Background: an optimization exercise with open tools, aiming at small area and a short achievable clock period. Do not read the settings as production practice.
At most, simulation tests tie the RTL to the original design; equivalence was not proved.
Power figures rest on the tool's default switching activity, not on a simulated workload.

Setup of old:
// multiplier_logic
module multiplier_logic (
    input  wire        clk,
    input  wire        rst_n,
    input  wire [15:0] a,
    input  wire [15:0] b,
    output reg  [31:0] y
);
clock: 4.5 ns
lec_check: 0
cap_margin: 20
core_margin: 2
core_utilization: 40
setup_slack_margin: 2.5
slew_margin: 20
synth_hierarchical: 1
synth_minimum_keep_size: 0
run.sh (not shown) runs the stock make flow with config.mk's settings and CLKGATE_MAP_FILE= SYNTH_SCRIPT=/design/flow/synth_recipe.tcl, a recipe that flattens the netlist after the stock synthesis.
--- input diff old..new ---
--- a/flow/design.v
+++ b/flow/design.v
@@ -665,24 +665,24 @@
   wire c466 = r3_c398 & r3_s401;
   wire s467 = r3_c406 ^ r3_c408;
   wire c468 = r3_c406 & r3_c408;
   wire s469 = r3_c416 ^ r3_c418;
   wire c470 = r3_c416 & r3_c418;
   wire s471 = r3_c424 ^ r3_c426;
   wire c472 = r3_c424 & r3_c426;
   wire [31:0] ra = {r3_c444, r3_s443, r3_c440, r3_s439, r3_c436, r3_s435, r3_s431, r3_s427, r3_s425, r3_s421, r3_s417, r3_s411, r3_s407, c464, r3_s397, r3_s393, c460, c458, c456, c454, c452, c450, c448, c446, r3_r2_s213, r3_c366, r3_s365, r3_s361, r3_s357, r3_r2_s199, r3_r2_s195, r3_r2_s193};
   wire [31:0] rb = {r3_r2_s355, 1'b0, r3_s441, 1'b0, r3_s437, 1'b0, c472, s471, c470, s469, c468, s467, c466, s465, s463, c462, s461, s459, s457, s455, s453, s451, s449, s447, s445, r3_s367, 1'b0, 1'b0, 1'b0, 1'b0, 1'b0, 1'b0};
-  wire [18:0] plo = ra[17:0] + rb[17:0];
-  reg [18:0] r4_plo;
-  reg [13:0] r4_ha, r4_hb;
-  always @(posedge clk) begin r4_plo <= plo; r4_ha <= ra[31:18]; r4_hb <= rb[31:18]; end
-  wire [13:0] phi = r4_ha + r4_hb + r4_plo[18];
-  wire [31:0] prod = {phi, r4_plo[17:0]};
+  wire [22:0] plo = ra[21:0] + rb[21:0];
+  reg [22:0] r4_plo;
+  reg [9:0] r4_ha, r4_hb;
+  always @(posedge clk) begin r4_plo <= plo; r4_ha <= ra[31:22]; r4_hb <= rb[31:22]; end
+  wire [9:0] phi = r4_ha + r4_hb + r4_plo[22];
+  wire [31:0] prod = {phi, r4_plo[21:0]};
   always @(posedge clk) begin
     r1_a0 <= a[0];
     r1_a1 <= a[1];
     r1_a2 <= a[2];
     r1_a3 <= a[3];
     r1_a4 <= a[4];
     r1_a5 <= a[5];
     r1_a6 <= a[6];
     r1_a7 <= a[7];
==> comparison <==
- new: full flow OK, the timing, design-rule and antenna checks passed
- STATUS die area: new loses against old
- Against old as the reference, new delivers a lower post-place setup slack.
- Relative to old, the number of filler cells placed in the layout of new is higher by 56.
- Sort old and new by critical path depth desc -> top: old
- The final reports for new and old show first-pass GRT wire length higher in the former.
- Compared with old, in new sequential share of layout area rose 0.45 points; total area of sequential cells decreased about 1.4%; total routing resource utilization after global routing shows an increase of 0.19 points; data arrival time of the critical path fell by 60 ps.
Function was not checked in any run of this note: the RTL went through the layout flow alone.


Another version of the RTL of multiplier_logic (not shown whole).
Size in the first run: about 66 I/O pins, roughly 0.012 mm^2 of cells after synthesis.
## multiplier_logic
module multiplier_logic (
    input  wire        clk,
    input  wire        rst_n,
    input  wire [15:0] a,
    input  wire [15:0] b,
    output reg  [31:0] y
);
export LEC_CHECK = 0
export CAP_MARGIN = 20
export CORE_MARGIN = 2
export CORE_UTILIZATION = 40
export CTS_CLUSTER_DIAMETER = 60
export CTS_CLUSTER_SIZE = 50
export PLACE_DENSITY = 0.7
export SETUP_SLACK_MARGIN = 2.5
export SLEW_MARGIN = 20
export SYNTH_HIERARCHICAL = 1
export SYNTH_MINIMUM_KEEP_SIZE = 0
create_clock -name core_clock -period 4.5 [get_ports {clk}]
standard.sh (not shown) runs the stock make flow with config.mk's settings and CLKGATE_MAP_FILE= SYNTH_SCRIPT=/design/flow/synth_recipe.tcl, a recipe that flattens the netlist after the stock synthesis.
==> flow/flow/run.sh <==
#!/bin/bash
# Layout: the standard flow (standard.sh) with two changes to how it is
# built, none to what is built or measured:
#  - the port buffers that global placement inserts are plain buf_1 cells
#    (repair_timing still resizes any that timing needs);
#  - clock tree synthesis runs with the settings of config.mk
#    (CTS_CLUSTER_SIZE 50, CTS_CLUSTER_DIAMETER 60) but inserts no dummy
#    load cells.
# All tool output goes to standard_flow.log here; ORFS's per-step logs stay
# under orfs/logs/.
set -euo pipefail
export BUFFER_PORTS_ARGS="-buffer_cell sky130_fd_sc_hd__buf_1"
export CTS_ARGS="-sink_clustering_enable -repair_clock_nets -sink_clustering_size 50 -sink_clustering_max_diameter 60 -dont_use_dummy_load"
bash standard.sh > standard_flow.log 2>&1
The first run produced a clean layout.
Edit:
--- a/flow/design.v
+++ b/flow/design.v
@@ -668,19 +668,19 @@
   wire s469 = r3_c416 ^ r3_c418;
   wire c470 = r3_c416 & r3_c418;
   wire s471 = r3_c424 ^ r3_c426;
   wire c472 = r3_c424 & r3_c426;
   wire [31:0] ra = {r3_c444, r3_s443, r3_c440, r3_s439, r3_c436, r3_s435, r3_s431, r3_s427, r3_s425, r3_s421, r3_s417, r3_s411, r3_s407, c464, r3_s397, r3_s393, c460, c458, c456, c454, c452, c450, c448, c446, r3_r2_s213, r3_c366, r3_s365, r3_s361, r3_s357, r3_r2_s199, r3_r2_s195, r3_r2_s193};
   wire [31:0] rb = {r3_r2_s355, 1'b0, r3_s441, 1'b0, r3_s437, 1'b0, c472, s471, c470, s469, c468, s467, c466, s465, s463, c462, s461, s459, s457, s455, s453, s451, s449, s447, s445, r3_s367, 1'b0, 1'b0, 1'b0, 1'b0, 1'b0, 1'b0};
-  wire [24:0] plo = ra[23:0] + rb[23:0];
-  reg [24:0] r4_plo;
-  reg [7:0] r4_ha, r4_hb;
-  always @(posedge clk) begin r4_plo <= plo; r4_ha <= ra[31:24]; r4_hb <= rb[31:24]; end
-  wire [8:0] phs = {r4_ha, r4_plo[24]} + {r4_hb, r4_plo[24]};
-  wire [7:0] phi = phs[8:1];
-  wire [31:0] prod = {phi, r4_plo[23:0]};
+  wire [18:0] plo = ra[17:0] + rb[17:0];
+  reg [18:0] r4_plo;
+  reg [13:0] r4_ha, r4_hb;
+  always @(posedge clk) begin r4_plo <= plo; r4_ha <= ra[31:18]; r4_hb <= rb[31:18]; end
+  wire [14:0] phs = {r4_ha, r4_plo[18]} + {r4_hb, r4_plo[18]};
+  wire [13:0] phi = phs[14:1];
+  wire [31:0] prod = {phi, r4_plo[17:0]};
   always @(posedge clk) begin
     r1_a0 <= a[0];
     r1_a1 <= a[1];
     r1_a2 <= a[2];
     r1_a3 <= a[3];
     r1_a4 <= a[4];
Clock-buffer cell count fell by 3.
Design area barely changes.
Hold slack improves by 34 ps.
Sequential cell count rose by 6.
Sequential power rose by about 2%.
Setup slack improves by 37 ps.
First-iteration DRC count rose by 39%.
Register-to-register slack improves by 40 ps.
Clock power fell by about 9%.
Function was not checked in any run of this note: the RTL went through the layout flow alone.


## run Z
multiplier_logic, a different RTL version from the one above (not shown whole).
Size: ~66 I/O pins, ~12,000 µm² of cells after synthesis.
==> flow/config.mk <==
export PLATFORM = sky130hd
export DESIGN_NAME = multiplier_logic
export DESIGN_NICKNAME = multiplier_logic
export VERILOG_FILES = /design/flow/design.v
export SDC_FILE = /design/flow/constraint.sdc
export NUM_CORES = 4
export LEC_CHECK = 0
export CAP_MARGIN = 20
export CORE_MARGIN = 2
export CORE_UTILIZATION = 40
export SETUP_SLACK_MARGIN = 2.5
export SLEW_MARGIN = 20
export SYNTH_HIERARCHICAL = 1
export SYNTH_MINIMUM_KEEP_SIZE = 0
==> flow/constraint.sdc <==
create_clock -name core_clock -period 4.5 [get_ports {clk}]
set_input_delay 0.9000 -clock core_clock [delete_from_list [all_inputs] [get_ports {clk}]]
set_output_delay 0.9000 -clock core_clock [all_outputs]
set_load 0.01 [all_outputs]
run.sh (not shown) runs the stock make flow with config.mk's settings and CLKGATE_MAP_FILE= SYNTH_SCRIPT=/design/flow/synth_recipe.tcl, a recipe that flattens the netlist after the stock synthesis.
Stock flow here: none of the scripts above is used.
diff inputs: run Z => run R
--- a/flow/design.v
+++ b/flow/design.v
@@ -663,25 +663,28 @@
   wire c464 = r3_c392 & r3_c394;
   wire s465 = r3_c398 ^ r3_s401;
   wire c466 = r3_c398 & r3_s401;
   wire s467 = r3_c406 ^ r3_c408;
   wire c468 = r3_c406 & r3_c408;
   wire s469 = r3_c416 ^ r3_c418;
   wire c470 = r3_c416 & r3_c418;
   wire s471 = r3_c424 ^ r3_c426;
   wire c472 = r3_c424 & r3_c426;
   wire [31:0] ra = {r3_c444, r3_s443, r3_c440, r3_s439, r3_c436, r3_s435, r3_s431, r3_s427, r3_s425, r3_s421, r3_s417, r3_s411, r3_s407, c464, r3_s397, r3_s393, c460, c458, c456, c454, c452, c450, c448, c446, r3_r2_s213, r3_c366, r3_s365, r3_s361, r3_s357, r3_r2_s199, r3_r2_s195, r3_r2_s193};
   wire [31:0] rb = {r3_r2_s355, 1'b0, r3_s441, 1'b0, r3_s437, 1'b0, c472, s471, c470, s469, c468, s467, c466, s465, s463, c462, s461, s459, s457, s455, s453, s451, s449, s447, s445, r3_s367, 1'b0, 1'b0, 1'b0, 1'b0, 1'b0, 1'b0};
-  wire [31:0] prod = ra + rb;
-  reg [31:0] q4;
-  always @(posedge clk) q4 <= prod;
+  wire [16:0] plo = ra[15:0] + rb[15:0];
+  reg [16:0] r4_plo;
+  reg [15:0] r4_ha, r4_hb;
+  always @(posedge clk) begin r4_plo <= plo; r4_ha <= ra[31:16]; r4_hb <= rb[31:16]; end
+  wire [15:0] phi = r4_ha + r4_hb + r4_plo[16];
+  wire [31:0] prod = {phi, r4_plo[15:0]};
   always @(posedge clk) begin
     r1_a0 <= a[0];
     r1_a1 <= a[1];
     r1_a2 <= a[2];
     r1_a3 <= a[3];
     r1_a4 <= a[4];
     r1_a5 <= a[5];
     r1_a6 <= a[6];
     r1_a7 <= a[7];
     r1_a8 <= a[8];
     r1_a9 <= a[9];
@@ -867,19 +870,19 @@
     r3_s443 <= s443;
     r3_r2_s355 <= r2_s355;
     r3_c444 <= c444;
   end
   reg [3:0] v;
   always @(posedge clk) begin
     if (!rst_n) begin
       v <= 4'd0;
       y <= 32'd0;
     end else begin
       v <= {v[2:0], 1'b1};
-      y <= v[3] ? q4 : 32'd0;
+      y <= v[3] ? prod : 32'd0;
     end
   end
 endmodule
 module mult_fa (input wire x, input wire y, input wire z, output wire s, output wire c);
   assign s = x ^ y ^ z;
   assign c = (x & y) | (x & z) | (y & z);
 endmodule
Findings:
- Run R has completed all stages; timing, DRC and antenna checks passed.
- Run Z: full flow OK, the timing, design-rule and antenna checks passed
- Run Z has a higher total power than run R.
- Clock share of power (run R over run Z): increase, 2.6 points
- The number of buffers outside the clock class in the layout in run Z is 1.4 times that in run R.
- From run Z to run R, leftover overflow at the end of global routing did not move at all.
- Run R vs run Z on sequential cell count: run R is the higher one.
- Of the two values seen for endpoint of the worst setup timing path, r2_s309 was produced by run R and q4[24] by run Z.
- Relative to run Z, part of the cycle the worst path needs has gone down in run R.
- Post-DP HPWL down about 3.4% in run R wrt run Z
- Against run Z, run R reports a post-synthesis to final-layout area growth that is lower.
- Post-cts resize count, run R vs run Z: down by a little under 10%
- Standard cell with the maximum stage delay on the critical path = sky130_fd_sc_hd__dfxtp_4: run R; standard cell with the maximum stage delay on the critical path = sky130_fd_sc_hd__a211o_4: run Z
- Compared with run Z, in run R via count went down 3.2%, portion of total power attributed to sequential cells went up 6.5 points, number of clock buffer instances in the layout went down 1.
- r1_one13 as the launch point of the worst path was reported by run R, and r3_c368 by run Z.
For run Z, only the layout was checked, not whether the RTL still works.

[port drivers added, routing unchanged]
No port has a modelled driver above. Below, the same layouts with a new extraction and two added sets of constraints.
Step 1, drivers: a clkbuf_16 drives clk and a buf_2 each remaining input, both assumed.
Step 2, shift: input delay + t, output delay - t, t = (earliest + latest rising clock arrival at the registers) / 2. This alone moves slack from input paths to output paths.
Three values: no drivers, after step 1, after step 2; two values: the first two.
run | t, ns | slack for setup (ns) | hold slack, ns | worst register clock-pin slew, ns | cell pins on the clock port's net
old | 0.585 | 2.430 / 2.430 / 2.385 | 0.322 / 0.322 / 0.322 | 0.06 / 0.06 | 1
new | 0.590 | 2.465 / 2.465 / 2.173 | 0.325 / 0.325 / 0.325 | 0.06 / 0.06 | 1
the first run of note 2 | 0.548 | 2.380 / 2.380 / 2.334 | 0.278 / 0.278 / 0.278 | 0.12 / 0.12 | 1
the second run of note 2 | 0.530 | 2.417 / 2.417 / 2.119 | 0.312 / 0.312 / 0.312 | 0.10 / 0.10 | 1
run Z | 0.579 | 2.166 / 2.166 / 2.087 | 0.325 / 0.325 / 0.325 | 0.07 / 0.07 | 1
run R | 0.578 | 2.496 / 2.494 / 2.106 | 0.319 / 0.319 / 0.319 | 0.07 / 0.07 | 1
After both steps setup and hold are still met in every run listed. The setup slack of run R, which loses most, moves by -0.002 ns with the drivers and by -0.390 ns with both steps.
